From an optimization exercise on the open Yosys and OpenROAD flow, aimed at small area, a short achievable clock period and few clock cycles; shortcuts taken in it are not production practice.
RTL that was checked went through simulation tests only; none was proved equivalent to the original.
For runs 1 and 2, only the layout was checked, not whether the RTL still works.
Power is estimated from default activity; no workload was simulated.

===== flow/design.v =====
module fa3(input a, input b, input c, output s, output co);
  assign s = a ^ b ^ c;
  assign co = (a & b) | (a & c) | (b & c);
endmodule
module hd_s1(input [127:0] a, input [127:0] b, output [39:0] y);
  wire [127:0] x = a ^ b;
  wire s1, c2;
  fa3 u_s1(.a(x[0]), .b(x[1]), .c(x[2]), .s(s1), .co(c2));
  wire s3, c4;
  fa3 u_s3(.a(x[3]), .b(x[4]), .c(x[5]), .s(s3), .co(c4));
  wire s5, c6;
  fa3 u_s5(.a(x[6]), .b(x[7]), .c(x[8]), .s(s5), .co(c6));
  wire s7, c8;
  fa3 u_s7(.a(x[9]), .b(x[10]), .c(x[11]), .s(s7), .co(c8));
  wire s9, c10;
  fa3 u_s9(.a(x[12]), .b(x[13]), .c(x[14]), .s(s9), .co(c10));
  wire s11, c12;
  fa3 u_s11(.a(x[15]), .b(x[16]), .c(x[17]), .s(s11), .co(c12));
  wire s13, c14;
  fa3 u_s13(.a(x[18]), .b(x[19]), .c(x[20]), .s(s13), .co(c14));
  wire s15, c16;
  fa3 u_s15(.a(x[21]), .b(x[22]), .c(x[23]), .s(s15), .co(c16));
  wire s17, c18;
  fa3 u_s17(.a(x[24]), .b(x[25]), .c(x[26]), .s(s17), .co(c18));
  wire s19, c20;
  fa3 u_s19(.a(x[27]), .b(x[28]), .c(x[29]), .s(s19), .co(c20));
  wire s21, c22;
  fa3 u_s21(.a(x[30]), .b(x[31]), .c(x[32]), .s(s21), .co(c22));
  wire s23, c24;
  fa3 u_s23(.a(x[33]), .b(x[34]), .c(x[35]), .s(s23), .co(c24));
  wire s25, c26;
  fa3 u_s25(.a(x[36]), .b(x[37]), .c(x[38]), .s(s25), .co(c26));
  wire s27, c28;
  fa3 u_s27(.a(x[39]), .b(x[40]), .c(x[41]), .s(s27), .co(c28));
  wire s29, c30;
  fa3 u_s29(.a(x[42]), .b(x[43]), .c(x[44]), .s(s29), .co(c30));
  wire s31, c32;
  fa3 u_s31(.a(x[45]), .b(x[46]), .c(x[47]), .s(s31), .co(c32));
  wire s33, c34;
  fa3 u_s33(.a(x[48]), .b(x[49]), .c(x[50]), .s(s33), .co(c34));
  wire s35, c36;
  fa3 u_s35(.a(x[51]), .b(x[52]), .c(x[53]), .s(s35), .co(c36));
  wire s37, c38;
  fa3 u_s37(.a(x[54]), .b(x[55]), .c(x[56]), .s(s37), .co(c38));
  wire s39, c40;
  fa3 u_s39(.a(x[57]), .b(x[58]), .c(x[59]), .s(s39), .co(c40));
  wire s41, c42;
  fa3 u_s41(.a(x[60]), .b(x[61]), .c(x[62]), .s(s41), .co(c42));
  wire s43, c44;
  fa3 u_s43(.a(x[63]), .b(x[64]), .c(x[65]), .s(s43), .co(c44));
  wire s45, c46;
  fa3 u_s45(.a(x[66]), .b(x[67]), .c(x[68]), .s(s45), .co(c46));
  wire s47, c48;
  fa3 u_s47(.a(x[69]), .b(x[70]), .c(x[71]), .s(s47), .co(c48));
  wire s49, c50;
  fa3 u_s49(.a(x[72]), .b(x[73]), .c(x[74]), .s(s49), .co(c50));
  wire s51, c52;
  fa3 u_s51(.a(x[75]), .b(x[76]), .c(x[77]), .s(s51), .co(c52));
  wire s53, c54;
  fa3 u_s53(.a(x[78]), .b(x[79]), .c(x[80]), .s(s53), .co(c54));
  wire s55, c56;
  fa3 u_s55(.a(x[81]), .b(x[82]), .c(x[83]), .s(s55), .co(c56));
  wire s57, c58;
  fa3 u_s57(.a(x[84]), .b(x[85]), .c(x[86]), .s(s57), .co(c58));
  wire s59, c60;
  fa3 u_s59(.a(x[87]), .b(x[88]), .c(x[89]), .s(s59), .co(c60));
  wire s61, c62;
  fa3 u_s61(.a(x[90]), .b(x[91]), .c(x[92]), .s(s61), .co(c62));
  wire s63, c64;
  fa3 u_s63(.a(x[93]), .b(x[94]), .c(x[95]), .s(s63), .co(c64));
  wire s65, c66;
  fa3 u_s65(.a(x[96]), .b(x[97]), .c(x[98]), .s(s65), .co(c66));
  wire s67, c68;
  fa3 u_s67(.a(x[99]), .b(x[100]), .c(x[101]), .s(s67), .co(c68));
  wire s69, c70;
  fa3 u_s69(.a(x[102]), .b(x[103]), .c(x[104]), .s(s69), .co(c70));
  wire s71, c72;
  fa3 u_s71(.a(x[105]), .b(x[106]), .c(x[107]), .s(s71), .co(c72));
  wire s73, c74;
  fa3 u_s73(.a(x[108]), .b(x[109]), .c(x[110]), .s(s73), .co(c74));
  wire s75, c76;
  fa3 u_s75(.a(x[111]), .b(x[112]), .c(x[113]), .s(s75), .co(c76));
  wire s77, c78;
  fa3 u_s77(.a(x[114]), .b(x[115]), .c(x[116]), .s(s77), .co(c78));
  wire s79, c80;
  fa3 u_s79(.a(x[117]), .b(x[118]), .c(x[119]), .s(s79), .co(c80));
  wire s81, c82;
  fa3 u_s81(.a(x[120]), .b(x[121]), .c(x[122]), .s(s81), .co(c82));
  wire s83, c84;
  fa3 u_s83(.a(x[123]), .b(x[124]), .c(x[125]), .s(s83), .co(c84));
  wire s85, c86;
  fa3 u_s85(.a(s1), .b(s3), .c(s5), .s(s85), .co(c86));
  wire s87, c88;
  fa3 u_s87(.a(s7), .b(s9), .c(s11), .s(s87), .co(c88));
  wire s89, c90;
  fa3 u_s89(.a(s13), .b(s15), .c(s17), .s(s89), .co(c90));
  wire s91, c92;
  fa3 u_s91(.a(s19), .b(s21), .c(s23), .s(s91), .co(c92));
  wire s93, c94;
  fa3 u_s93(.a(s25), .b(s27), .c(s29), .s(s93), .co(c94));
  wire s95, c96;
  fa3 u_s95(.a(s31), .b(s33), .c(s35), .s(s95), .co(c96));
  wire s97, c98;
  fa3 u_s97(.a(s37), .b(s39), .c(s41), .s(s97), .co(c98));
  wire s99, c100;
  fa3 u_s99(.a(s43), .b(s45), .c(s47), .s(s99), .co(c100));
  wire s101, c102;
  fa3 u_s101(.a(s49), .b(s51), .c(s53), .s(s101), .co(c102));
  wire s103, c104;
  fa3 u_s103(.a(s55), .b(s57), .c(s59), .s(s103), .co(c104));
  wire s105, c106;
  fa3 u_s105(.a(s61), .b(s63), .c(s65), .s(s105), .co(c106));
  wire s107, c108;
  fa3 u_s107(.a(s67), .b(s69), .c(s71), .s(s107), .co(c108));
  wire s109, c110;
  fa3 u_s109(.a(s73), .b(s75), .c(s77), .s(s109), .co(c110));
  wire s111, c112;
  fa3 u_s111(.a(s79), .b(s81), .c(s83), .s(s111), .co(c112));
  wire s113, c114;
  fa3 u_s113(.a(c2), .b(c4), .c(c6), .s(s113), .co(c114));
  wire s115, c116;
  fa3 u_s115(.a(c8), .b(c10), .c(c12), .s(s115), .co(c116));
  wire s117, c118;
  fa3 u_s117(.a(c14), .b(c16), .c(c18), .s(s117), .co(c118));
  wire s119, c120;
  fa3 u_s119(.a(c20), .b(c22), .c(c24), .s(s119), .co(c120));
  wire s121, c122;
  fa3 u_s121(.a(c26), .b(c28), .c(c30), .s(s121), .co(c122));
  wire s123, c124;
  fa3 u_s123(.a(c32), .b(c34), .c(c36), .s(s123), .co(c124));
  wire s125, c126;
  fa3 u_s125(.a(c38), .b(c40), .c(c42), .s(s125), .co(c126));
  wire s127, c128;
  fa3 u_s127(.a(c44), .b(c46), .c(c48), .s(s127), .co(c128));
  wire s129, c130;
  fa3 u_s129(.a(c50), .b(c52), .c(c54), .s(s129), .co(c130));
  wire s131, c132;
  fa3 u_s131(.a(c56), .b(c58), .c(c60), .s(s131), .co(c132));
  wire s133, c134;
  fa3 u_s133(.a(c62), .b(c64), .c(c66), .s(s133), .co(c134));
  wire s135, c136;
  fa3 u_s135(.a(c68), .b(c70), .c(c72), .s(s135), .co(c136));
  wire s137, c138;
  fa3 u_s137(.a(c74), .b(c76), .c(c78), .s(s137), .co(c138));
  wire s139, c140;
  fa3 u_s139(.a(c80), .b(c82), .c(c84), .s(s139), .co(c140));
  wire s141, c142;
  fa3 u_s141(.a(s85), .b(s87), .c(s89), .s(s141), .co(c142));
  wire s143, c144;
  fa3 u_s143(.a(s91), .b(s93), .c(s95), .s(s143), .co(c144));
  wire s145, c146;
  fa3 u_s145(.a(s97), .b(s99), .c(s101), .s(s145), .co(c146));
  wire s147, c148;
  fa3 u_s147(.a(s103), .b(s105), .c(s107), .s(s147), .co(c148));
  wire s149, c150;
  fa3 u_s149(.a(s109), .b(s111), .c(x[126]), .s(s149), .co(c150));
  wire s151, c152;
  fa3 u_s151(.a(c86), .b(c88), .c(c90), .s(s151), .co(c152));
  wire s153, c154;
  fa3 u_s153(.a(c92), .b(c94), .c(c96), .s(s153), .co(c154));
  wire s155, c156;
  fa3 u_s155(.a(c98), .b(c100), .c(c102), .s(s155), .co(c156));
  wire s157, c158;
  fa3 u_s157(.a(c104), .b(c106), .c(c108), .s(s157), .co(c158));
  wire s159, c160;
  fa3 u_s159(.a(c110), .b(c112), .c(s113), .s(s159), .co(c160));
  wire s161, c162;
  fa3 u_s161(.a(s115), .b(s117), .c(s119), .s(s161), .co(c162));
  wire s163, c164;
  fa3 u_s163(.a(s121), .b(s123), .c(s125), .s(s163), .co(c164));
  wire s165, c166;
  fa3 u_s165(.a(s127), .b(s129), .c(s131), .s(s165), .co(c166));
  wire s167, c168;
  fa3 u_s167(.a(s133), .b(s135), .c(s137), .s(s167), .co(c168));
  wire s169, c170;
  fa3 u_s169(.a(c114), .b(c116), .c(c118), .s(s169), .co(c170));
  wire s171, c172;
  fa3 u_s171(.a(c120), .b(c122), .c(c124), .s(s171), .co(c172));
  wire s173, c174;
  fa3 u_s173(.a(c126), .b(c128), .c(c130), .s(s173), .co(c174));
  wire s175, c176;
  fa3 u_s175(.a(c132), .b(c134), .c(c136), .s(s175), .co(c176));
  assign y = {c176, c174, c172, c170, c140, c138, s175, s173, s171, s169, c168, c166, c164, c162, c160, c158, c156, c154, c152, s139, s167, s165, s163, s161, s159, s157, s155, s153, s151, c150, c148, c146, c144, c142, x[127], s149, s147, s145, s143, s141};
endmodule
module hd_s2(input [39:0] y, output [10:0] z);
  wire s1, c2;
  fa3 u_s1(.a(y[0]), .b(y[1]), .c(y[2]), .s(s1), .co(c2));
  wire s3, c4;
  fa3 u_s3(.a(y[3]), .b(y[4]), .c(y[5]), .s(s3), .co(c4));
  wire s5, c6;
  fa3 u_s5(.a(y[6]), .b(y[7]), .c(y[8]), .s(s5), .co(c6));
  wire s7, c8;
  fa3 u_s7(.a(y[9]), .b(y[10]), .c(y[11]), .s(s7), .co(c8));
  wire s9, c10;
  fa3 u_s9(.a(y[12]), .b(y[13]), .c(y[14]), .s(s9), .co(c10));
  wire s11, c12;
  fa3 u_s11(.a(y[15]), .b(y[16]), .c(y[17]), .s(s11), .co(c12));
  wire s13, c14;
  fa3 u_s13(.a(y[18]), .b(y[19]), .c(y[20]), .s(s13), .co(c14));
  wire s15, c16;
  fa3 u_s15(.a(y[21]), .b(y[22]), .c(y[23]), .s(s15), .co(c16));
  wire s17, c18;
  fa3 u_s17(.a(y[24]), .b(y[25]), .c(y[26]), .s(s17), .co(c18));
  wire s19, c20;
  fa3 u_s19(.a(y[27]), .b(y[28]), .c(y[29]), .s(s19), .co(c20));
  wire s21, c22;
  fa3 u_s21(.a(y[30]), .b(y[31]), .c(y[32]), .s(s21), .co(c22));
  wire s23, c24;
  fa3 u_s23(.a(y[33]), .b(y[34]), .c(y[35]), .s(s23), .co(c24));
  wire s25, c26;
  fa3 u_s25(.a(y[36]), .b(y[37]), .c(y[38]), .s(s25), .co(c26));
  wire s27, c28;
  fa3 u_s27(.a(c2), .b(c4), .c(s5), .s(s27), .co(c28));
  wire s29, c30;
  fa3 u_s29(.a(s7), .b(s9), .c(s11), .s(s29), .co(c30));
  wire s31, c32;
  fa3 u_s31(.a(c6), .b(c8), .c(c10), .s(s31), .co(c32));
  wire s33, c34;
  fa3 u_s33(.a(c12), .b(c14), .c(s15), .s(s33), .co(c34));
  wire s35, c36;
  fa3 u_s35(.a(s17), .b(s19), .c(s21), .s(s35), .co(c36));
  wire s37, c38;
  fa3 u_s37(.a(c16), .b(c18), .c(c20), .s(s37), .co(c38));
  wire s39, c40;
  fa3 u_s39(.a(c22), .b(c24), .c(s25), .s(s39), .co(c40));
  wire s41, c42;
  fa3 u_s41(.a(s27), .b(s29), .c(s13), .s(s41), .co(c42));
  wire s43, c44;
  fa3 u_s43(.a(c28), .b(c30), .c(s31), .s(s43), .co(c44));
  wire s45, c46;
  fa3 u_s45(.a(s33), .b(s35), .c(s23), .s(s45), .co(c46));
  wire s47, c48;
  fa3 u_s47(.a(c32), .b(c34), .c(c36), .s(s47), .co(c48));
  wire s49, c50;
  fa3 u_s49(.a(s37), .b(s39), .c(y[39]), .s(s49), .co(c50));
  wire s51, c52;
  fa3 u_s51(.a(c38), .b(c40), .c(c26), .s(s51), .co(c52));
  wire s53, c54;
  fa3 u_s53(.a(c42), .b(s43), .c(s45), .s(s53), .co(c54));
  wire s55, c56;
  fa3 u_s55(.a(c44), .b(c46), .c(s47), .s(s55), .co(c56));
  wire s57, c58;
  fa3 u_s57(.a(c48), .b(c50), .c(s51), .s(s57), .co(c58));
  assign z = {c52, c58, s57, c56, s49, s55, c54, s53, s41, s3, s1};
endmodule
module hd_s3(input [10:0] z, output [7:0] d);
  wire s1, c2;
  fa3 u_s1(.a(z[4]), .b(z[5]), .c(z[6]), .s(s1), .co(c2));
  wire s3 = z[7] ^ z[8];
  wire c4 = z[7] & z[8];
  wire s5 = z[9] ^ z[10];
  wire c6 = z[9] & z[10];
  wire [7:0] ra = {1'b0, c6, c4, c2, s1, z[3], z[2], z[0]};
  wire [7:0] rb = {1'b0, 1'b0, s5, s3, 1'b0, 1'b0, 1'b0, z[1]};
  cpa8 u_add(.a(ra), .b(rb), .s(d));
endmodule
module cpa8(input [7:0] a, input [7:0] b, output [7:0] s);
  wire [7:0] p = a ^ b;
  wire [7:0] g = a & b;
  wire G1_1 = g[1] | (p[1] & g[0]);
  wire P1_1 = p[1] & p[0];
  wire G1_3 = g[3] | (p[3] & g[2]);
  wire P1_3 = p[3] & p[2];
  wire G1_5 = g[5] | (p[5] & g[4]);
  wire P1_5 = p[5] & p[4];
  wire G1_7 = g[7] | (p[7] & g[6]);
  wire P1_7 = p[7] & p[6];
  wire G2_2 = g[2] | (p[2] & G1_1);
  wire P2_2 = p[2] & P1_1;
  wire G2_3 = G1_3 | (P1_3 & G1_1);
  wire P2_3 = P1_3 & P1_1;
  wire G2_6 = g[6] | (p[6] & G1_5);
  wire P2_6 = p[6] & P1_5;
  wire G2_7 = G1_7 | (P1_7 & G1_5);
  wire P2_7 = P1_7 & P1_5;
  wire G3_4 = g[4] | (p[4] & G2_3);
  wire P3_4 = p[4] & P2_3;
  wire G3_5 = G1_5 | (P1_5 & G2_3);
  wire P3_5 = P1_5 & P2_3;
  wire G3_6 = G2_6 | (P2_6 & G2_3);
  wire P3_6 = P2_6 & P2_3;
  wire G3_7 = G2_7 | (P2_7 & G2_3);
  wire P3_7 = P2_7 & P2_3;
  assign s = {p[7] ^ G3_6, p[6] ^ G3_5, p[5] ^ G3_4, p[4] ^ G2_3, p[3] ^ G2_2, p[2] ^ G1_1, p[1] ^ g[0], p[0]};
endmodule
`timescale 1ns / 1ps
module row_window(
    input [9:0] rowA,
    input [9:0] rowB,
    output ok
    );
wire [10:0] d = {1'b0, rowA} - {1'b0, rowB};
wire hi0 = (d[10:3] == 8'h00);
wire hi1 = (d[10:3] == 8'hFF);
assign ok = (hi0 && (d[2:0] <= 3'd4)) || (hi1 && d[2]);
endmodule
`timescale 1ns / 1ps
module Match_Ctrl #(
    parameter Match_Threshold = 10,
    parameter PSR = 5  
)
(
    input clk,
    input rst,
    input start,
    output [59:0] dout,
    output dout_valid,
    output match_done,
    input wire [9:0] DesNum_RP,
    input wire [9:0] DesNum_RR,
    input wire [9:0] DesNum_RL,
    output  [9:0] R_R_addr,
    input [147:0] R_R_data,
    output  [9:0] R_P_addr,
    input [147:0] R_P_data,
    output [9:0] R_L_addr,
    input [147:0] R_L_data
    );
localparam IDLE = 2'd0, RUN = 2'd1, DRAIN = 2'd2;
reg [1:0] state;
reg [9:0] a, aprev, j;
reg rr_q;                        
reg fin;                         
reg [9:0] bestP, bestR;
wire zero = (DesNum_RL == 10'd0) || (DesNum_RP == 10'd0) || (DesNum_RR == 10'd0);
wire [9:0] j1 = j + 10'd1;
wire lastj = (j >= 10'd4) && (j >= DesNum_RP - 10'd1) && (j >= DesNum_RR - 10'd1);
wire [9:0] a1 = a + 10'd1;
wire lastL = (a1 == DesNum_RL);
wire go    = (state == IDLE) && start && !zero;
wire issue = go || ((state == RUN) && !rr_q);
reg v1, p1, r1, l1;
reg v2, p2, r2, l2;
reg v3, p3, r3, l3;
reg v4, p4, r4, l4;
reg dv1, dv2, done1, done2;
always @(posedge clk) begin
    p1 <= (j < DesNum_RP);
    r1 <= (j < DesNum_RR);
    l1 <= lastj;
    p2 <= p1; r2 <= r1; l2 <= l1;
    p3 <= p2; r3 <= r2; l3 <= l2;
    p4 <= p3; r4 <= r3; l4 <= l3;
    if (rst) begin
        state <= IDLE;
        a <= 0;
        j <= 0;
        v1 <= 0; v2 <= 0; v3 <= 0; v4 <= 0;
        dv1 <= 0; dv2 <= 0;
        done1 <= 0; done2 <= 0;
    end else begin
        v1 <= issue;
        v2 <= v1;
        v3 <= v2;
        v4 <= v3;
        dv1 <= rr_q;
        dv2 <= dv1;
        done1 <= ((state == IDLE) && start && zero) || ((state == DRAIN) && fin);
        done2 <= done1;
        case (state)
            IDLE: begin
                a <= 0;
                j <= 0;
                if (go) begin
                    j <= 1;
                    state <= RUN;
                end
            end
            RUN: begin
                if (!rr_q) begin
                    if (lastj) begin
                        j <= 0;
                        a <= a1;
                        aprev <= a;
                        if (lastL)
                            state <= DRAIN;
                    end else
                        j <= j1;
                end
            end
            default: begin  
                if (fin)
                    state <= IDLE;
            end
        endcase
    end
end
wire [127:0] dL = R_L_data[127:0];
wire rowok;
row_window u_row(.rowA(R_R_data[137:128]), .rowB(R_L_data[137:128]), .ok(rowok));
wire [39:0] yP, yR;
reg  [39:0] yP1, yR1;
wire [10:0] zP, zR;
reg  [10:0] zP2, zR2;
wire [7:0] dP, dR;
reg rk2, rk3, rk4;
hd_s1 u_s1P(.a(dL), .b(R_P_data[127:0]), .y(yP));
hd_s1 u_s1R(.a(dL), .b(R_R_data[127:0]), .y(yR));
hd_s2 u_s2P(.y(yP1), .z(zP));
hd_s2 u_s2R(.y(yR1), .z(zR));
hd_s3 u_s3P(.z(zP2), .d(dP));
hd_s3 u_s3R(.z(zR2), .d(dR));
reg [7:0] hdR;
reg [3:0] hdP;
reg ltP;
always @(posedge clk) begin
    yP1 <= yP;
    yR1 <= yR;
    zP2 <= zP;
    zR2 <= zR;
    hdR <= dR;
    hdP <= dP[3:0];
    ltP <= (dP < Match_Threshold);
    rk2 <= rowok;
    rk3 <= rk2;
    rk4 <= rk3;
end
reg fresh;
reg [9:0] jt;
reg [3:0] minP;
reg [7:0] minR;
reg rokR;
wire first = fresh;
wire [9:0] jc = first ? 10'd0 : jt;
wire [3:0] baseP = first ? 4'hF : minP;
wire updP = v4 && p4 && ltP && (hdP < baseP);
wire updR = v4 && r4 && (first || (hdR < minR));
wire [3:0] minP_n = updP ? hdP : ((v4 && first) ? 4'hF : minP);
wire rokR_n = updR ? rk4 : rokR;
wire fin_n = v4 && l4;
always @(posedge clk) begin
    if (v4)
        jt <= jc + 10'd1;
    minP <= minP_n;
    if (updP)
        bestP <= jc;
    if (updR) begin
        minR <= hdR;
        bestR <= jc;
    end
    rokR <= rokR_n;
    if (rst) begin
        fresh <= 1'b1;
        fin <= 1'b0;
        rr_q <= 1'b0;
    end else begin
        if (v4)
            fresh <= l4;
        fin <= fin_n;
        rr_q <= fin_n && (minP_n != 4'hF) && rokR_n;
    end
end
reg [59:0] dout_r;
always @(posedge clk)
    dout_r <= {R_R_data[147:128], R_P_data[147:128], R_L_data[147:128]};
assign R_L_addr = rr_q ? aprev : a;
assign R_P_addr = rr_q ? bestP : j;
assign R_R_addr = rr_q ? bestR : j;
assign dout = dout_r;
assign dout_valid = dv2;
assign match_done = done2;
endmodule

===== flow/run.sh =====
#!/bin/bash
# synth_recipe.tcl (not shown) runs the flow's synth.tcl, then flattens the netlist and writes it again
# the make line also repeats each setting of config.mk as NAME=value (left out here)
make -C /OpenROAD-flow-scripts/flow DESIGN_CONFIG=/design/flow/config.mk WORK_HOME=/design/flow/orfs CLKGATE_MAP_FILE= SYNTH_SCRIPT=/design/flow/synth_recipe.tcl finish

===== flow/config.mk =====
export PLATFORM = sky130hd
export DESIGN_NAME = Match_Ctrl
export DESIGN_NICKNAME = Match_Ctrl
export VERILOG_FILES = /design/flow/design.v
export SDC_FILE = /design/flow/constraint.sdc
export NUM_CORES = 4
export LEC_CHECK = 0
export CAP_MARGIN = 20
export CORE_MARGIN = 2
export CORE_UTILIZATION = 40
export SLEW_MARGIN = 20
export SYNTH_HIERARCHICAL = 1
export SYNTH_MINIMUM_KEEP_SIZE = 0

===== flow/constraint.sdc =====
create_clock -name core_clock -period 6.6 [get_ports {clk}]
set_input_delay 1.3200 -clock core_clock [delete_from_list [all_inputs] [get_ports {clk}]]
set_output_delay 1.3200 -clock core_clock [all_outputs]
set_load 0.01 [all_outputs]

==> results of run 1 <==
## critical path, stage by stage
cell and delay, ps:
clkdlybuf4s50_1 470, or4_1 590, nor3_1 260, nand2_1 160, xnor2_1 150, ha_1 300, a21oi_1 160, nand2_1 70
a221o_1 370, a2bb2oi_2 360, nor2_2 190, nand2_1 170, inv_1 260, a31oi_1 250, a31oi_1 50
## Yosys cell counts, drive strengths merged (4+ instances only)
master,n,area (sq um)
or3,6,40.0
o31ai,4,35.0
nor4,14,93.8
ha,83,1040
mux2,10,113
dfxtp,228,4560
o211ai,7,62.6
buf,103,769
nand2,95,357
xnor2,39,342
nor3,15,75.1
and3,8,50.1
and2,9,57.6
a21oi,42,218
inv,76,285
a31oi,12,75.1
edfxtp,48,1440
a21o,17,128
nor2b,18,113
nand3,26,130
o21a,8,60.1
o21ai,21,105
nand2b,14,87.6
xor2,270,2360
nand4,5,31.3
nor2,42,160
or4,8,61.3
fa,243,4860
clkbuf,17,63.8
## through the flow
step,area (sq um),worst slack (ps)
after floorplan,18300,2390
final,24900,1890
after global placement,23900,1490
after global routing,24900,1700
after CTS,24800,1990
after detailed placement,23900,1410
## final cells by class
cell class                 instances  area, sq um  area share (%)
timing repair buffer             572         5710            23.0
antenna                            6         15.0          0.0604
inverter                          76          285            1.15
clock buffer                      44          875            3.52
tap                              600          751            3.02
sequential                       276         6010            24.2
clock inverter                     7         87.6           0.352
multi-input combinational       1073        11100            44.8
## report_power, final
part	internal, W	switching (W)	leakage [nW]
combinational	0.00212	0.00208	7.34
clock	0.000983	0.000650	0.475
sequential	0.00225	0.000251	2.33
## Yosys stat by module (local to each module, per instance)
module | cells | flops+latches | cell area [sq um] | copies in the design
hd_s3 | 3 | 0 | 28.8 | 2
fa3 | 1 | 0 | 20.0 | 236
hd_s1 | 168 | 0 | 1420 | 2
row_window | 82 | 0 | 558 | 1
Match_Ctrl | 779 | 276 | 9250 | 1
hd_s2 | 11 | 0 | 82.6 | 2
cpa8 | 36 | 0 | 304 | 2
## path summary, 6_finish.rpt
check               to  slack [ps]  cells past startpoint
setup reg to reg  a[4]        3630                     11
hold / removal      l4         330                      0
setup / recovery  a[4]        1890                     15
hold reg to reg     l4         330                      0
## flip-flops by register name, indices dropped and copies added, names as in the netlist, 2 cells and up
register,flops
a,10
aprev,10
bestP,10
bestR,10
dout_r,60
hdP,4
hdR,8
j,10
jt,10
minP,4
minR,8
state,2
yP1,40
yR1,40
zP2,11
zR2,11
## cell families (layout without fill, tap and decap cells)
group | count (synthesis) | after routing
and+or+nand+nor | 271 | 271
muxes | 12 | 12
adders and majority gates | 326 | 326
AOI/OAI and AO/OA | 141 | 141
xor gates and xnor gates | 309 | 309
buffers and inverters | 196 | 699
other | 2 | 20
DFF | 276 | 276
## metal layers
metal	wire length (um)	vias to the layer above	track usage (%)	share of wire, %
met5	11	-	0	0.021
met4	1510	2	8.24	2.9
li1	-	5903	-	-
met2	28100	370	40.4	55
met3	2580	76	3.69	5.0
met1	19000	5953	23.7	37
## cell usage in the layout (no fill, tap or decap), types with 7 or more instances in the layout
master / Yosys / final
a31oi_1: 12 / 12
dfxtp_1: 228 / 228
o21ai_0: 19 / 19
ha_1: 83 / 83
nor2b_1: 18 / 18
or4_1: 7 / 7
clkbuf_16: 0 / 30
xnor2_1: 39 / 39
and3_1: 8 / 8
clkbuf_8: 0 / 7
nor4_1: 13 / 13
a21o_1: 17 / 17
nand2_1: 95 / 95
mux2_2: 10 / 10
clkdlybuf4s50_1: 0 / 568
nor3_1: 15 / 15
o21a_1: 8 / 8
edfxtp_1: 48 / 48
nand2b_1: 14 / 14
nand3_1: 26 / 26
fa_1: 243 / 243
inv_1: 76 / 76
conb_1: 2 / 14
and2_1: 8 / 8
xor2_1: 270 / 270
nor2_1: 41 / 41
a21oi_1: 40 / 40
==> results.ini, run 1 <==
[synth]
syn_area_sq_um=18200
synthSimpleGateAreaFrac_pct=7.40
synth_adder_area_share_pct=32.4
syn_inst=1533
syn_avg_cell_area_sq_um=11.9
synth_top_family_by_area=adder cells
ys_ff_latch=276
synth_edf_count=48
synthArstFlopShare_pct=0
muxShareOfSynthArea_pct=0.728
synth_ff_type=dfxtp_1
synth_compound_area_share_pct=5.42
ys_types=69
ys.warnings.count=7
yosysSeqAreaShare_pct=33.0
synth_xor_area_share_pct=14.9

[cells_and_area]
utilization_pct=55.0
fin_cells=2654
nets=2830
drive_gt1_share_pct=4.00
fill_cells=3904
area_delta_synth_final_pct=36.5

[place]
gp_congestion=0.909
dp_cells=2596
place_hpwl_mm=45.3
io_buffers=568

[drt]
drc_errors=0
wirelength_mm=51.2
ant_nets=0
vias_per_cell=4.64
wl_per_cell_um=19.3
vias=12300
dr.first_iter.drc_count=454
firstDrtPassIters=5

[worst_setup_path]
cp.arrival_ps=5130
r2r-start=j[0]
crit_start=DesNum_RP[3]
cp_max_fo=14
endpoint_kind=register
start_kind=input port
crit_required_ps=7030
critPathKind=input port to register

[global_routing]
overflow=0
grt_use_total_pct=21.4
antenna_found_initial=9
grt_max_degree=36
grt_pass1_wl_mm=76.0
grt_pass1_vias=13700

[sta]
skew_ps=8.96
rsz0062_at_grt=false
hold-worst-slack_ps=326
setup_violations=0
fin_crit_sh_pct=71.3
tightest_slew_ps=773
final_hold_viol_count=0
fmax_mhz=212
finalSetupTns_ps=0
fin_crit_ps=4710
slew_headroom_pct=48.4
slew_viol_final=0

[clocking]
cts_tree=done
clock_latency_ps=550
cts_root_buffer=clkbuf_16
cts_hold_repair.buffers=0
h-tree-depth=1
cts_buffers=28
clock-sinks=276
clockBufferDepth=3
post_cts_buffers=0
cts_resized=0
clk_transition_reported_paths_ps=60

[hold_path]
hold_class=register to register
min_from=l3

[die]
fp.dieW_um=217
pin_count=569
die-area_sq_um=47200
die_h_um=217
core_sq_um=45200
placementRows=78
start_util_pct=40.3

[power]
leakagePower_nw=10.1
power.total_w=0.00834
vdd_ir_drop_max_uv=263
power_density_nw_per_um2=335

[job]
maxCapViolCount=0

[outcome]
run_status=no timing/DRC/antenna violations

==> run 2: changes to the inputs <==
--- a/flow/config.mk
+++ b/flow/config.mk
@@ -10,2 +10,3 @@
 export CORE_UTILIZATION = 40
+export SETUP_SLACK_MARGIN = 3.8
 export SLEW_MARGIN = 20
==> run 2 against run 1 <==
Sequential share of layout area down 2.1 points. Critical path type unchanged. Via count rose by 0.56%. Worst hold slack improved by 1.4 ps. Critical endpoint is now a[3]. Maximum frequency rose by 26%. Critical path depth fell by 1. Clock-buffer cell count is 10 lower. Routed wire length is 2.9% higher. First-iteration DRC count shrank 1.1%.
==> results.ini, run 2 <==
[outcome]
run_status=no timing/DRC/antenna violations

[clocking]
cts_root_buffer=clkbuf_16
cts_buffers=28  ; unchanged
cts_tree=done
h-tree-depth=1  ; unchanged
cts_hold_repair.buffers=0  ; unchanged
clock-sinks=276  ; unchanged
clk_transition_reported_paths_ps=60  ; about the same
clockBufferDepth=3  ; unchanged
clock_latency_ps=540  ; about the same

[worst_setup_path]
r2r-end=a[3]
crit_end=a[3]
endpoint_kind=register
cp_top_family=simple AND/OR/NAND/NOR gates
critPathKind=input port to register
regToRegSetupSlack_ps=3850  ; +220 ps
slowest_stage=or4_4
r2r-start=j[0]
reg2regPathDepth=11  ; unchanged
crit_cells=14  ; -1
crit_start=DesNum_RP[4]
cp.arrival_ps=4140  ; -990 ps
cp_slowest_stage_delay_ps=550  ; -40 ps
crit_required_ps=7010  ; -20 ps
start_kind=input port
path_cells=buf_6, or4_4, nor3_4, nand4_1, xnor2_1, ha_1, and4_4, a221o_1, a2bb2oi_4, buf_4, buf_6, or4_4, nand3_2, o31ai_1
cp_max_fo=4  ; -10
path_buf_inv=3  ; +1

[die]
fp.dieW_um=217  ; unchanged
core_sq_um=45200  ; unchanged
start_util_pct=40.3  ; unchanged
die_h_um=217  ; unchanged
placementRows=78  ; unchanged
pin_count=569  ; unchanged
die-area_sq_um=47200  ; unchanged

[power]
vdd_ir_drop_max_uv=324  ; +23%
power_density_nw_per_um2=320  ; -4.7%
leakagePower_nw=11.1  ; +9.4%

[hold_path]
hold_depth=0  ; unchanged
hold_class=register to register

[sta]
fin_crit_sh_pct=56.5  ; -15 points
slew_viol_final=0  ; unchanged
hold-worst-slack_ps=327  ; +1.44 ps
skew_ps=8.99  ; +0.0278 ps
finalSetupTns_ps=0  ; unchanged
fmax_mhz=268  ; +26%
final_hold_viol_count=0  ; unchanged
slew_headroom_pct=48.0  ; -0.35 points
tightest_slew_ps=779  ; +5.38 ps
setup_violations=0  ; unchanged
fin_crit_ps=3730  ; -974 ps
rsz0062_at_grt=true

[drt]
vias=12400  ; +0.56%
ant_nets=0  ; unchanged
vias_per_cell=4.59  ; -1.1%
drc_errors=0  ; unchanged
wl_per_cell_um=19.5  ; +1.2%
dr.first_iter.drc_count=449  ; -1.1%
wirelength_mm=52.7  ; +2.9%
firstDrtPassIters=5  ; unchanged

[synth]
ys_ff_latch=276  ; unchanged
muxShareOfSynthArea_pct=0.728  ; unchanged
yosys-top-cells-area=fa_1 27%, dfxtp_1 25%, xor2_1 13%
syn_avg_cell_area_sq_um=11.9  ; unchanged
syn_area_sq_um=18200  ; unchanged
synth_adder_area_share_pct=32.4  ; unchanged
syn_inst=1533  ; unchanged
synth_top_family_by_area=adder cells
synth_compound_area_share_pct=5.42  ; unchanged
synth.top_cells.by_count=270 x xor2_1, 243 x fa_1, 228 x dfxtp_1
synthArstFlopShare_pct=0  ; unchanged
synth_ff_type=dfxtp_1
synth_edf_count=48  ; unchanged
ys_types=69  ; unchanged
yosysTopAreaCellShare_pct=26.7  ; unchanged
ys.warnings.count=7  ; unchanged
yosysTopAreaCell=fa_1
synth_xor_area_share_pct=14.9  ; unchanged
yosysMostFrequentCell=xor2_1
yosysSeqAreaShare_pct=33.0  ; unchanged
synthSimpleGateAreaFrac_pct=7.40  ; unchanged

[cells_and_area]
reg_top3=dout_r x60, yP1 x40, yR1 x40
area_delta_synth_final_pct=49.8
final_common_cell=dfxtp_1
largest-register=dout_r
fill_cells=3702  ; -5.2%
drive_gt1_share_pct=43.4  ; +39 points
largest_reg_flops=60  ; unchanged
finish.instance_area_sq_um=27300  ; +9.7%
utilization_pct=60.4  ; +5.3 points
nets=2875  ; +1.6%
layout_common_cells=225 x dfxtp_1, 206 x xor2_2, 163 x buf_2, 135 x clkdlybuf4s50_1, 131 x fa_2

[global_routing]
grt_use_met1_pct=26.6  ; +2.9 points
grt_max_degree=28  ; -22%
grt_use_total_pct=22.4  ; +1.0 points
overflow=0  ; unchanged
grtUsageMet2_pct=42.6  ; +2.3 points
grt_util_met3_pct=3.07  ; -0.61 points
antenna_found_initial=7  ; -2
grt_pass1_vias=14200  ; +3.5%
busiest_layer=met2
grt_pass1_wl_mm=80.0  ; +5.2%

[place]
io_buffers=568  ; unchanged
gp_congestion=0.883  ; -2.9%
postPlaceCellArea_sq_um=25000  ; +4.7%
place_hpwl_mm=44.9  ; -0.86%

[job]
maxCapViolCount=0  ; unchanged

## run 2: cell count changes in the layout (fill, tap and decap cells not counted), moves of 33 or more
cell	before	now
clkdlybuf4s50_1	568	135
clkdlybuf4s15_1	0	72
xor2_1	270	36
nand2_1	95	62
buf_6	0	61
clkbuf_2	1	86
fa_2	0	131
xor2_2	0	206
fa_1	243	112
buf_2	1	163
## run 2: repair_timing
item	CTS	global route
pin swaps	384	236
setup endpoints to repair	152	90
buffers inserted	27	15
resized for setup	1483	323
cloned	3	2
## run 2: routing by layer
layer  vias up  share of wire (%)
li1       5767                  -
met1      6183                 39
met2       358                 55
met3        63                4.6
met4         2                1.7
met5         -              0.025
## run 2: worst reg2reg max path: stages, from the launching register on
cell and delay (ps):
dfxtp_1 490, inv_1 250, ha_1 330, nor2b_1 50
o21ai_0 180, a31oi_1 170, a2bb2oi_4 220, buf_4 150
buf_6 120, or4_4 510, nand3_2 90, o31ai_1 60
## run 2: worst min path at each step
stage,slack (ps),from,to
final,330,r3,r4
after global placement,310,l3,l4
after CTS,330,r3,r4
after global routing,330,p1,p2
after floorplan,310,l1,l2
after detailed placement,310,r1,r2
## run 2: through the flow
stage                     setup slack (ps)  std cells  total power (W)
after floorplan                       2520       1545          0.00753
after global placement                1770       2595          0.00702
after detailed placement              1760       2595          0.00712
after CTS                             2880       2677          0.00889
after global routing                  2770       2698          0.00962
final                                 2870       2698          0.00872
## run 2: kinds of logic after synthesis
group / Yosys count
mux: 12
simple gates: 271
xor+xnor: 309
fa+ha+maj: 326
other cells: 2
flops: 276
buf+inv: 196
compound gates: 141
## run 2: report_power, final
part | switching, W | internal, W | total, W | leakage [nW]
clock network | 0.000655 | 0.00109 | 0.00175 | 0.507
registers | 0.000264 | 0.00225 | 0.00252 | 2.33
logic | 0.00223 | 0.00224 | 0.00446 | 8.26
## run 2: cell type report
type	instances	area [sq um]	share of cell area, %
clock inverters	18	241	0.885
repair buffers	616	5070	18.6
repair inverters	1	11.3	0.0413
multi-input cells	1073	14100	51.6
flip-flops and latches	276	6010	22.0
inverters	76	304	1.11
diodes	4	10.0	0.0367
clock buffers	34	797	2.92
well taps	600	751	2.75
## run 2: per-module statistics from Yosys, one instance, submodules excluded
module      flops+latches  cells
hd_s1                   0    168
cpa8                    0     36
row_window              0     82
hd_s2                   0     11
Match_Ctrl            276    779
hd_s3                   0      3
fa3                     0      1
==> run 3: changes to the inputs <==
--- a/flow/design.v
+++ b/flow/design.v
@@ -326,3 +326,6 @@
 wire [9:0] j1 = j + 10'd1;
-wire lastj = (j >= 10'd4) && (j >= DesNum_RP - 10'd1) && (j >= DesNum_RR - 10'd1);
+reg [9:0] mx;
+always @(posedge clk)
+    mx <= (DesNum_RP > DesNum_RR) ? DesNum_RP : DesNum_RR;
+wire lastj = (j >= 10'd4) && (j1 >= mx);
 wire [9:0] a1 = a + 10'd1;
==> run 3 against run 2 <==
Non-clock buffer count is 28 higher. Global-route usage is 0.44 points higher. First-iteration DRC count is 0.45% lower. Sequential share of layout area is 0.43 points higher. Final area is 1.9% higher. Worst hold slack hardly changed. Clock skew is 2.2 ps higher. Via count is 2.2% higher. Register-to-register slack worse by 50 ps. Critical path type unchanged. Largest cell class unchanged. Largest power group unchanged.
==> results.ini, run 3 <==
[outcome]
run_status=no timing/DRC/antenna violations

[synth]
syn_area_sq_um=18400  ; +1.2%
yosysSeqAreaShare_pct=33.7  ; +0.71 points
yosys-top-cells-area=fa_1 26%, dfxtp_1 26%, xor2_1 13%
ys_types=67  ; -2.9%
syn_inst=1528  ; -0.33%
synthArstFlopShare_pct=0  ; unchanged
yosysTopAreaCell=fa_1
synth.top_cells.by_count=274 x xor2_1, 243 x fa_1, 238 x dfxtp_1
ys_ff_latch=286  ; +3.6%
yosysTopAreaCellShare_pct=26.4  ; -0.31 points
synth_ff_type=dfxtp_1
ys.warnings.count=7  ; unchanged
syn_avg_cell_area_sq_um=12.1  ; +1.5%
synth_edf_count=48  ; unchanged
yosysMostFrequentCell=xor2_1

[place]
postPlaceCellArea_sq_um=25300  ; +1.0%
dp_cells=2588  ; -0.27%
gp_congestion=0.894  ; +1.3%
io_buffers=568  ; unchanged
place_hpwl_mm=46.2  ; +2.9%
dp_slack_ps=2310  ; +550 ps

[cells_and_area]
fin_cells=2722  ; +0.89%
finish.instance_area_sq_um=27800  ; +1.9%
largest_reg_flops=60  ; unchanged
area_delta_synth_final_pct=50.8
nets=2890  ; +0.52%
fill_cells=3716  ; +0.38%
ff_latch_area_sq_um=6240  ; +3.8%
multiInputGateArea_sq_um=14000  ; -0.76%
final_common_cell=dfxtp_1
drive_gt1_share_pct=42.4  ; -0.97 points
layout_common_cells=225 x dfxtp_1, 192 x xor2_2, 136 x clkdlybuf4s50_1, 129 x fa_2, 127 x buf_2
largest-register=dout_r
reg_top3=dout_r x60, yP1 x40, yR1 x40

[clocking]
h-tree-depth=1  ; unchanged
cts_hold_repair.buffers=0  ; unchanged
cts_root_buffer=clkbuf_16
cts_tree=done
clock-sinks=286  ; +3.6%
cts_buffers=30  ; +7.1%
clockBufferDepth=3  ; unchanged
clk_transition_reported_paths_ps=60  ; about the same
clock_latency_ps=570  ; +30 ps

[die]
die_h_um=219  ; +0.57%
start_util_pct=40.6  ; +0.30 points
fp.dieW_um=219  ; +0.57%
die-area_sq_um=47800  ; +1.1%
core_sq_um=45400  ; +0.43%
pin_count=569  ; unchanged
placementRows=78  ; unchanged

[drt]
firstDrtPassIters=5  ; unchanged
ant_nets=0  ; unchanged
dr.first_iter.drc_count=447  ; -0.45%
wl_per_cell_um=20.3  ; +3.8%
wirelength_mm=55.2  ; +4.7%
drc_errors=0  ; unchanged
vias=12600  ; +2.2%
vias_per_cell=4.64  ; +1.3%

[sta]
slew_viol_final=0  ; unchanged
rsz0062_at_grt=true
finalSetupTns_ps=0  ; unchanged
skew_ps=11.2  ; +2.18 ps
tightest_slew_ps=669  ; -109 ps
fin_crit_ps=3260  ; -476 ps
final_hold_viol_count=0  ; unchanged
fin_crit_sh_pct=49.3  ; -7.2 points
slew_headroom_pct=55.0  ; +6.9 points
finalWorstSetupSlack_ps=3340  ; +476 ps
hold-worst-slack_ps=328  ; +0.490 ps
fmax_mhz=307  ; +15%
setup_violations=0  ; unchanged

[global_routing]
antenna_found_initial=9  ; +2
grt_pass1_wl_mm=81.4  ; +1.8%
grt_pass1_vias=14300  ; +0.45%
overflow=0  ; unchanged
grt_use_total_pct=22.8  ; +0.44 points
grt_max_degree=35  ; +25%

[worst_setup_path]
endpoint_kind=register
crit_required_ps=7090  ; +80 ps
path_buf_inv=5  ; +2
critPathKind=input port to register
slowest_stage=or4_1
crit_cells=12  ; -2
cp_slowest_stage_delay_ps=460  ; -90 ps
cp_max_fo=2  ; -2
reg2regPathDepth=13  ; +2
crit_start=R_R_data[128]
start_kind=input port
r2r-start=j[6]
cp_top_family=simple AND/OR/NAND/NOR gates
cp.arrival_ps=3750  ; -390 ps
path_cells=buf_6, inv_4, ha_4, inv_2, fa_2, buf_4, buf_6, xnor2_2, or3_4, or4_1, or4_1, mux2i_1

[power]
switchingPower_w=0.00320  ; +1.7%
leakagePower_nw=11.4  ; +3.1%
intPower_w=0.00559  ; +0.28%
switching_share_pct=36.4  ; +0.32 points
pwr-share-seq_pct=29.3  ; +0.5 points
clockPowerShare_pct=19.6  ; -0.4 points
power_density_nw_per_um2=316  ; -1.1%
pwr-share-comb_pct=51.1  ; about the same
vdd_ir_drop_max_uv=319  ; -1.4%

[job]
maxCapViolCount=0  ; unchanged

[hold_path]
hold_depth=0  ; unchanged
min_from=l3
hold_class=register to register

## run 3: cell count changes in the layout (fill, tap and decap cells not counted), moves of 13 or more
cell,before,now
ha_1,77,64
xnor2_1,38,21
buf_2,163,127
buf_4,22,47
xor2_2,206,192
nand2_1,62,35
clkdlybuf4s15_1,72,87
xor2_1,36,59
dlygate4sd2_1,25,60
## run 3: worst paths after layout
kind	to	slack, ps
setup / recovery	rk2	3340
setup reg to reg	a[8]	3800
hold reg to reg	l4	330
hold / removal	l4	330
## run 3: layer usage
layer / vias up / track usage, % / part of all wire, %
met5: - / 0 / 0
met4: 0 / 6.42 / 2.3
met3: 70 / 3.35 / 5.0
met2: 399 / 43.3 / 56
met1: 6297 / 26.5 / 37
li1: 5875 / - / -
## run 3: repair_timing
item	4_1_cts	5_1_grt
setup buffers	39	26
pin swaps	344	242
setup endpoints to repair	163	101
gates cloned	4	3
resized for setup	1232	391
## run 3: through the flow
step	util [%]	total power [W]
after floorplan	-	0.00764
after global placement	55.7	0.00711
after detailed placement	55.7	0.00722
after CTS	60.2	0.00897
after global routing	61.2	0.00976
final	61.2	0.00879
## run 3: power groups by stage
stage / registers [W] / logic, W / clock network, W
floorplan: 0.00253 / 0.00511 / 0
global placement: 0.00263 / 0.00449 / 0
detailed placement: 0.00263 / 0.00459 / 0
CTS: 0.00259 / 0.00461 / 0.00177
global route: 0.00262 / 0.00529 / 0.00185
finish: 0.00258 / 0.00449 / 0.00172
## run 3: per-module statistics from Yosys (local to each module, per instance)
module	cell area [sq um]	cells
Match_Ctrl	9470	774
cpa8	304	36
fa3	20.0	1
hd_s1	1420	168
hd_s2	82.6	11
hd_s3	28.8	3
row_window	558	82
## run 3: area by class of cell
type / instances / share of cell area, %
Timing Repair Buffer: 644 / 19.7
Multi-Input combinational cell: 1048 / 50.3
Tap cell: 600 / 2.70
Antenna cell: 6 / 0.0540
Clock inverter: 10 / 0.284
Clock buffer: 46 / 3.41
Sequential cell: 286 / 22.5
Inverter: 82 / 1.15
## run 3: cells by family after synthesis
| kind of cell | Yosys count | synth area share, % |
|---|---|---|
| fa+ha+maj | 321 | 31.7 |
| xor+xnor | 297 | 14.1 |
| flops | 286 | 33.7 |
| simple gates | 250 | 6.95 |
| buf+inv | 206 | 6.35 |
| compound gates | 141 | 5.69 |
| mux | 25 | 1.46 |
| other cells | 2 | 0.0408 |
Testbench counts of run 3, summed over its fixed seeds: cycles 533,436.
==> run 4: changes to the inputs <==
--- a/flow/config.mk
+++ b/flow/config.mk
@@ -10,3 +10,3 @@
 export CORE_UTILIZATION = 40
-export SETUP_SLACK_MARGIN = 3.8
+export SETUP_SLACK_MARGIN = 3.3
 export SLEW_MARGIN = 20
==> run 4 against run 3 <==
Still clean. Area after synthesis is the same. Routed wire length shrank 5.8%. Flip-flop and latch count is the same. Worst setup slack lost 72 ps.
==> results.ini, run 4 <==
[outcome]
run_status=no timing/DRC/antenna violations

[die]
pin_count=569  ; unchanged
die-area_sq_um=47800  ; unchanged
fp.dieW_um=219  ; unchanged
start_util_pct=40.6  ; unchanged
placementRows=78  ; unchanged
core_sq_um=45400  ; unchanged
die_h_um=219  ; unchanged

[synth]
synth_ff_type=dfxtp_1
yosysSeqAreaShare_pct=33.7  ; unchanged
yosys-top-cells-area=fa_1 26%, dfxtp_1 26%, xor2_1 13%
yosysTopAreaCell=fa_1
synthArstFlopShare_pct=0  ; unchanged
yosysMostFrequentCell=xor2_1
ys_types=67  ; unchanged
ys.warnings.count=7  ; unchanged
yosysTopAreaCellShare_pct=26.4  ; unchanged
synth_edf_count=48  ; unchanged
syn_area_sq_um=18400  ; unchanged
syn_avg_cell_area_sq_um=12.1  ; unchanged
synth.top_cells.by_count=274 x xor2_1, 243 x fa_1, 238 x dfxtp_1
syn_inst=1528  ; unchanged
ys_ff_latch=286  ; unchanged

[drt]
dr.first_iter.drc_count=427  ; -4.5%
firstDrtPassIters=5  ; unchanged
wirelength_mm=51.9  ; -5.8%
ant_nets=0  ; unchanged
wl_per_cell_um=19.4  ; -4.2%
drc_errors=0  ; unchanged
vias_per_cell=4.66  ; +0.35%
vias=12500  ; -1.3%

[cells_and_area]
reg_top3=dout_r x60, yP1 x40, yR1 x40
largest_reg_flops=60  ; unchanged
ff_latch_area_sq_um=6230  ; -0.24%
multiInputGateArea_sq_um=11200  ; -20%
drive_gt1_share_pct=7.24  ; -35 points
largest-register=dout_r
area_delta_synth_final_pct=38.9
final_common_cell=clkdlybuf4s50_1
layout_common_cells=547 x clkdlybuf4s50_1, 273 x xor2_1, 242 x fa_1, 229 x dfxtp_1, 77 x inv_1
finish.instance_area_sq_um=25600  ; -7.9%
fill_cells=3900  ; +5.0%
nets=2844  ; -1.6%

[global_routing]
grt_pass1_vias=13800  ; -3.7%
antenna_found_initial=7  ; -2
grt_use_total_pct=21.4  ; -1.5 points
overflow=0  ; unchanged
grt_pass1_wl_mm=76.7  ; -5.8%
grt_max_degree=35  ; unchanged

[clocking]
clock_latency_ps=560  ; about the same
clockBufferDepth=3  ; unchanged
cts_hold_repair.buffers=0  ; unchanged
cts_buffers=31  ; +3.3%
clk_transition_reported_paths_ps=60  ; about the same
cts_tree=done
clock-sinks=286  ; unchanged
cts_root_buffer=clkbuf_16
h-tree-depth=1  ; unchanged

[place]
place_hpwl_mm=45.1  ; -2.2%
postPlaceCellArea_sq_um=24100  ; -4.6%
gp_congestion=0.871  ; -2.6%
io_buffers=568  ; unchanged

[hold_path]
hold_class=register to register

[sta]
fin_crit_sh_pct=50.4  ; +1.1 points
fmax_mhz=300  ; -2.2%
finalSetupTns_ps=0  ; unchanged
rsz0062_at_grt=true
slew_viol_final=0  ; unchanged
fin_crit_ps=3330  ; +72.0 ps
setup_violations=0  ; unchanged
skew_ps=14.2  ; +3.04 ps
tightest_slew_ps=744  ; +74.7 ps
final_hold_viol_count=0  ; unchanged
slew_headroom_pct=50.3  ; -4.6 points

[worst_setup_path]
cp_slowest_stage_delay_ps=450  ; about the same
path_buf_inv=4  ; -1
cp.arrival_ps=3820  ; +70 ps
endpoint_kind=register
crit_required_ps=7090  ; about the same
cp_top_family=simple AND/OR/NAND/NOR gates
cp_max_fo=3  ; +1
start_kind=input port
slowest_stage=or4_1
path_cells=buf_6, inv_4, ha_4, inv_2, fa_2, buf_6, a21o_1, a221oi_4, o21ai_2, or4_1, or4_1, mux2i_1
critPathKind=input port to register

[job]
maxCapViolCount=0  ; unchanged

[power]
power_density_nw_per_um2=340  ; +7.3%
vdd_ir_drop_max_uv=251  ; -21%
leakagePower_nw=10.6  ; -7.7%

## run 4: cell counts after synthesis
Identical to the previous run, type by type.
## run 4: repair_timing
action | 4_1_cts | 5_1_grt
gates resized for setup | 58 | 17
gates cloned | 1 | 1
pin swaps | 14 | 7
setup endpoints to repair | 58 | 30
buffers inserted | 16 | 6
## run 4: cell families (layout without fill, tap and decap cells)
kind of cell             after synthesis  after routing  share of synthesized area, %
adder cells (fa/ha/maj)              321            321                          31.7
XOR/XNOR                             297            297                          14.1
flip-flops                           286            286                          33.7
AND/OR/NAND/NOR                      250            250                          6.95
buffers and inverters                206            737                          6.35
AO/OA/AOI/OAI                        141            141                          5.69
multiplexers                          25             25                          1.46
other                                  2             19                        0.0408
## run 4: cell type report
class,count,share of cell area [%]
timing repair buffer,597,23.3
sequential,286,24.3
clock inverter,17,0.846
tap,600,2.93
multi-input combinational,1048,43.9
antenna,5,0.0489
inverter,82,1.23
clock buffer,41,3.42
## run 4: through the flow
| stage | cells | utilization, % | setup slack (ps) | power (W) | hold slack (ps) |
|---|---|---|---|---|---|
| 2_1_floorplan | 1540 | - | 2980 | 0.00748 | 310 |
| 3_3_place_gp | 2589 | 53.1 | 2430 | 0.00689 | 314 |
| 3_5_place_dp | 2589 | 53.1 | 2350 | 0.00702 | 313 |
| 4_1_cts | 2664 | 56.1 | 3300 | 0.00890 | 331 |
| 5_1_grt | 2676 | 56.4 | 3170 | 0.00956 | 337 |
| 6_report | 2676 | 56.4 | 3270 | 0.00869 | 326 |
## run 4: final timing paths
| path | cells past startpoint | slack [ps] | start | endpoint |
|---|---|---|---|---|
| hold / removal | 0 | 330 | p1 | p2 |
| setup reg to reg | 14 | 3480 | j[0] | a[8] |
| setup / recovery | 12 | 3270 | R_R_data[128] | rk2 |
| hold reg to reg | 0 | 330 | p1 | p2 |
## run 4: per-layer routing
layer  global-route usage [%]  wire length, um  vias up
met1                     24.2            19400     5993
met3                     3.63             2800       91
li1                         -                -     5981
met2                     39.6            27800      404
met4                     8.41             1880        2
met5                        0               12        -
## run 4: power breakdown
group,switching [W],internal (W),total [W]
registers,0.000266,0.00232,0.00259
logic,0.00213,0.00217,0.00430
clock network,0.000709,0.00109,0.00180
total,0.00311,0.00558,0.00869
## run 4: Yosys stat by module, one instance, submodules excluded
| module | flops+latches | area [sq um] | copies in the design | cells inside |
|---|---|---|---|---|
| row_window | 0 | 558 | 1 | 82 |
| Match_Ctrl | 286 | 9470 | 1 | 774 |
| fa3 | 0 | 20.0 | 236 | 1 |
| hd_s1 | 0 | 1420 | 2 | 168 |
| cpa8 | 0 | 304 | 2 | 36 |
| hd_s3 | 0 | 28.8 | 2 | 3 |
| hd_s2 | 0 | 82.6 | 2 | 11 |
==> run 5: changes to the inputs <==
--- a/flow/config.mk
+++ b/flow/config.mk
@@ -7,2 +7,3 @@
 export LEC_CHECK = 0
+export ABC_CLOCK_PERIOD_IN_PS = 2800
 export CAP_MARGIN = 20
@@ -10,3 +11,3 @@
 export CORE_UTILIZATION = 40
-export SETUP_SLACK_MARGIN = 3.3
+export SETUP_SLACK_MARGIN = 3.5
 export SLEW_MARGIN = 20
==> run 5 against run 4 <==
Sequential power hardly changed. Power is 2.5% higher. Area after synthesis stayed put. Routed wire length is 2.5% higher. Final area is 6.4% higher. Combinational power is 5% higher. Via count is 0.35% lower. Utilization is 3.6 points higher. Synthesized cell count stayed put. Critical path type unchanged.
==> results.ini, run 5 <==
[sta]
tightest_slew_ps=805  ; +61.2 ps
fin_crit_sh_pct=49.8  ; -0.65 points
final_hold_viol_count=0  ; unchanged
fin_crit_ps=3290  ; -42.9 ps
slew_headroom_pct=46.3  ; -4.1 points
setup_violations=0  ; unchanged
finalWorstSetupSlack_ps=3310  ; +42.9 ps
finalSetupTns_ps=0  ; unchanged
fmax_mhz=304  ; +1.3%
slew_viol_final=0  ; unchanged
rsz0062_at_grt=true
skew_ps=12.9  ; -1.28 ps

[global_routing]
grt_pass1_wl_mm=78.4  ; +2.1%
grt_max_degree=35  ; unchanged
antenna_found_initial=6  ; -1
overflow=0  ; unchanged
grt_pass1_vias=13900  ; +0.76%
grt_use_total_pct=21.8  ; +0.45 points

[drt]
ant_nets=0  ; unchanged
vias_per_cell=4.64  ; -0.46%
drc_errors=0  ; unchanged
wirelength_mm=53.2  ; +2.5%
firstDrtPassIters=5  ; unchanged
dr.first_iter.drc_count=482  ; +13%
wl_per_cell_um=19.9  ; +2.3%
vias=12400  ; -0.35%

[die]
core_sq_um=45400  ; unchanged
placementRows=78  ; unchanged
pin_count=569  ; unchanged
die_h_um=219  ; unchanged
die-area_sq_um=47800  ; unchanged
start_util_pct=40.6  ; unchanged
fp.dieW_um=219  ; unchanged

[synth]
ys.warnings.count=7  ; unchanged
synthArstFlopShare_pct=0  ; unchanged
synth_edf_count=48  ; unchanged
ys_ff_latch=286  ; unchanged
yosys-top-cells-area=fa_1 26%, dfxtp_1 26%, xor2_1 13%
synth.top_cells.by_count=274 x xor2_1, 243 x fa_1, 238 x dfxtp_1
syn_inst=1528  ; unchanged
synth_ff_type=dfxtp_1
syn_area_sq_um=18400  ; unchanged
yosysSeqAreaShare_pct=33.7  ; unchanged
yosysTopAreaCell=fa_1
ys_types=67  ; unchanged
yosysTopAreaCellShare_pct=26.4  ; unchanged
yosysMostFrequentCell=xor2_1
syn_avg_cell_area_sq_um=12.1  ; unchanged

[place]
postPlaceCellArea_sq_um=24400  ; +1.4%
io_buffers=568  ; unchanged
dp_slack_ps=2360  ; +12.6 ps
place_hpwl_mm=45.4  ; +0.55%
gp_congestion=0.866  ; -0.64%

[cells_and_area]
area_delta_synth_final_pct=47.8
largest_reg_flops=60  ; unchanged
layout_common_cells=320 x clkdlybuf4s50_1, 227 x dfxtp_1, 168 x fa_1, 161 x xor2_2, 123 x dlymetal6s2s_1
final_common_cell=clkdlybuf4s50_1
fill_cells=3728  ; -4.4%
reg_top3=dout_r x60, yP1 x40, yR1 x40
nets=2847  ; +0.11%
finish.instance_area_sq_um=27200  ; +6.4%
largest-register=dout_r
drive_gt1_share_pct=19.2  ; +12 points

[clocking]
cts_root_buffer=clkbuf_16
h-tree-depth=1  ; unchanged
clock_latency_ps=550  ; about the same
cts_buffers=31  ; unchanged
clock-sinks=286  ; unchanged
cts_tree=done
clk_transition_reported_paths_ps=60  ; about the same
clockBufferDepth=3  ; unchanged

[worst_setup_path]
cp.arrival_ps=3770  ; -50 ps
crit_required_ps=7080  ; about the same
endpoint_kind=register
critPathKind=input port to register
cp_max_fo=3  ; unchanged
start_kind=input port

[outcome]
run_status=no timing/DRC/antenna violations

[power]
power_density_nw_per_um2=327  ; -3.7%
leakagePower_nw=12.0  ; +14%
vdd_ir_drop_max_uv=301  ; +20%

[hold_path]
hold_class=register to register

[job]
maxCapViolCount=0  ; unchanged

run 5: cell count changes in the layout (fill, tap and decap cells not counted), moves of 4 or more:
cell / change
fa_2: +74
clkdlybuf4s15_1: +4
xor2_1: -160
xor2_2: +160
clkinv_4: +4
dlygate4sd2_1: +103
clkdlybuf4s50_1: -227
dfxtp_4: +4
fa_1: -74
dlymetal6s2s_1: +119
run 5: cells by family after synthesis:
logic type | share of synthesized area [%]
other | 0.0408
multiplexers | 1.46
AND/OR/NAND/NOR | 6.95
buffers and inverters | 6.35
AO/OA/AOI/OAI | 5.69
adder cells (fa/ha/maj) | 31.7
XOR/XNOR | 14.1
flip-flops | 33.7
run 5: through the flow:
stage,util (%),hold WS (ps),total power [W],std cells
2_1_floorplan,-,310,0.00756,1540
3_3_place_gp,53.8,311,0.00707,2589
3_5_place_dp,53.8,313,0.00718,2589
4_1_cts,57.9,328,0.00909,2664
5_1_grt,60.0,335,0.00980,2678
6_report,60.0,326,0.00891,2679
run 5: layer usage:
| layer | vias to the layer above | global-route usage, % | part of all wire, % |
|---|---|---|---|
| met3 | 83 | 3.23 | 5.1 |
| li1 | 5809 | - | - |
| met4 | 0 | 6.19 | 2.7 |
| met1 | 6126 | 25.6 | 38 |
| met2 | 409 | 40.9 | 55 |
| met5 | - | 0 | 0 |
run 5: timing repair:
item / CTS / global route
hold buffers: 0 / 0
buffers inserted: 17 / 7
resized for setup: 250 / 217
setup endpoints to repair: 93 / 66
gates cloned: 1 / 2
pin swaps: 95 / 168
run 5: where the power goes:
part	leakage (nW)	total (W)	switching (W)	internal (W)
registers	2.43	0.00259	0.000267	0.00232
logic	9.04	0.00450	0.00224	0.00226
clock network	0.540	0.00183	0.000718	0.00111
total	12.0	0.00891	0.00322	0.00569
run 5: area by class of cell:
type / instances / area (sq um) / share of cell area (%)
flip-flops and latches: 286 / 6240 / 22.9
clock inverters: 21 / 263 / 0.965
repair buffers: 600 / 6170 / 22.7
clock buffers: 36 / 836 / 3.07
inverters: 82 / 314 / 1.15
multi-input cells: 1048 / 12600 / 46.4
diodes: 6 / 15.0 / 0.0551
well taps: 600 / 751 / 2.76
run 5: worst paths after layout:
kind	startpoint	endpoint	slack (ps)	cells past startpoint
setup / recovery	R_R_data[128]	rk2	3310	12
hold / removal	l3	l4	330	0
setup reg to reg	j[2]	a[8]	3640	13
hold reg to reg	l3	l4	330	0
run 5: critical path, cell delays in order:
cell      delay (ps)
buf_6            100
inv_4             40
ha_4             120
inv_2             30
fa_2             360
a21o_1           220
buf_6            130
a221oi_4         350
o21ai_2          110
or4_1            450
or4_1            410
mux2i_1          130
run 5: modules after synthesis, one instance, submodules excluded:
module,times used,cells,flip-flops and latches
Match_Ctrl,1,774,286
hd_s1,2,168,0
row_window,1,82,0
cpa8,2,36,0
hd_s2,2,11,0
hd_s3,2,3,0
fa3,236,1,0

## what the ideal ports hide
The flow's constraints put no driver on any port. The routed layouts listed below were extracted and timed again, unchanged, in two steps.
Step 1 sets driving cells, clkbuf_16 on the clock port and buf_2 on the other inputs (assumed; they add their load-dependent delay and slew).
Step 2 moves the port delays by t, midway between the first and last clock arrival at a register: inputs arrive t later, outputs are due t later. That takes back most of the time a late clock gives input paths.
Three values: ideal ports, drivers, drivers and shift; two values: the first two.
run	shift t [ns]	slack for setup (ns)	worst hold slack (ns)	worst register clock-pin slew, ns	pins driven straight from the clock port
run 1	0.599	1.894 / 1.923 / 1.324	0.326 / 0.326 / 0.326	0.06 / 0.06	1
run 2	0.592	2.868 / 2.888 / 2.296	0.327 / 0.327 / 0.327	0.07 / 0.07	1
run 3	0.612	3.344 / 3.362 / 2.750	0.328 / 0.328 / 0.328	0.07 / 0.07	1
run 4	0.609	3.272 / 3.292 / 2.683	0.326 / 0.326 / 0.326	0.06 / 0.06	1
run 5	0.605	3.315 / 3.340 / 2.735	0.326 / 0.326 / 0.326	0.07 / 0.07	1
After both steps setup and hold are still met in every run listed. The setup slack of run 3, which loses most, moves by +0.018 ns with the drivers and by -0.594 ns with both steps.
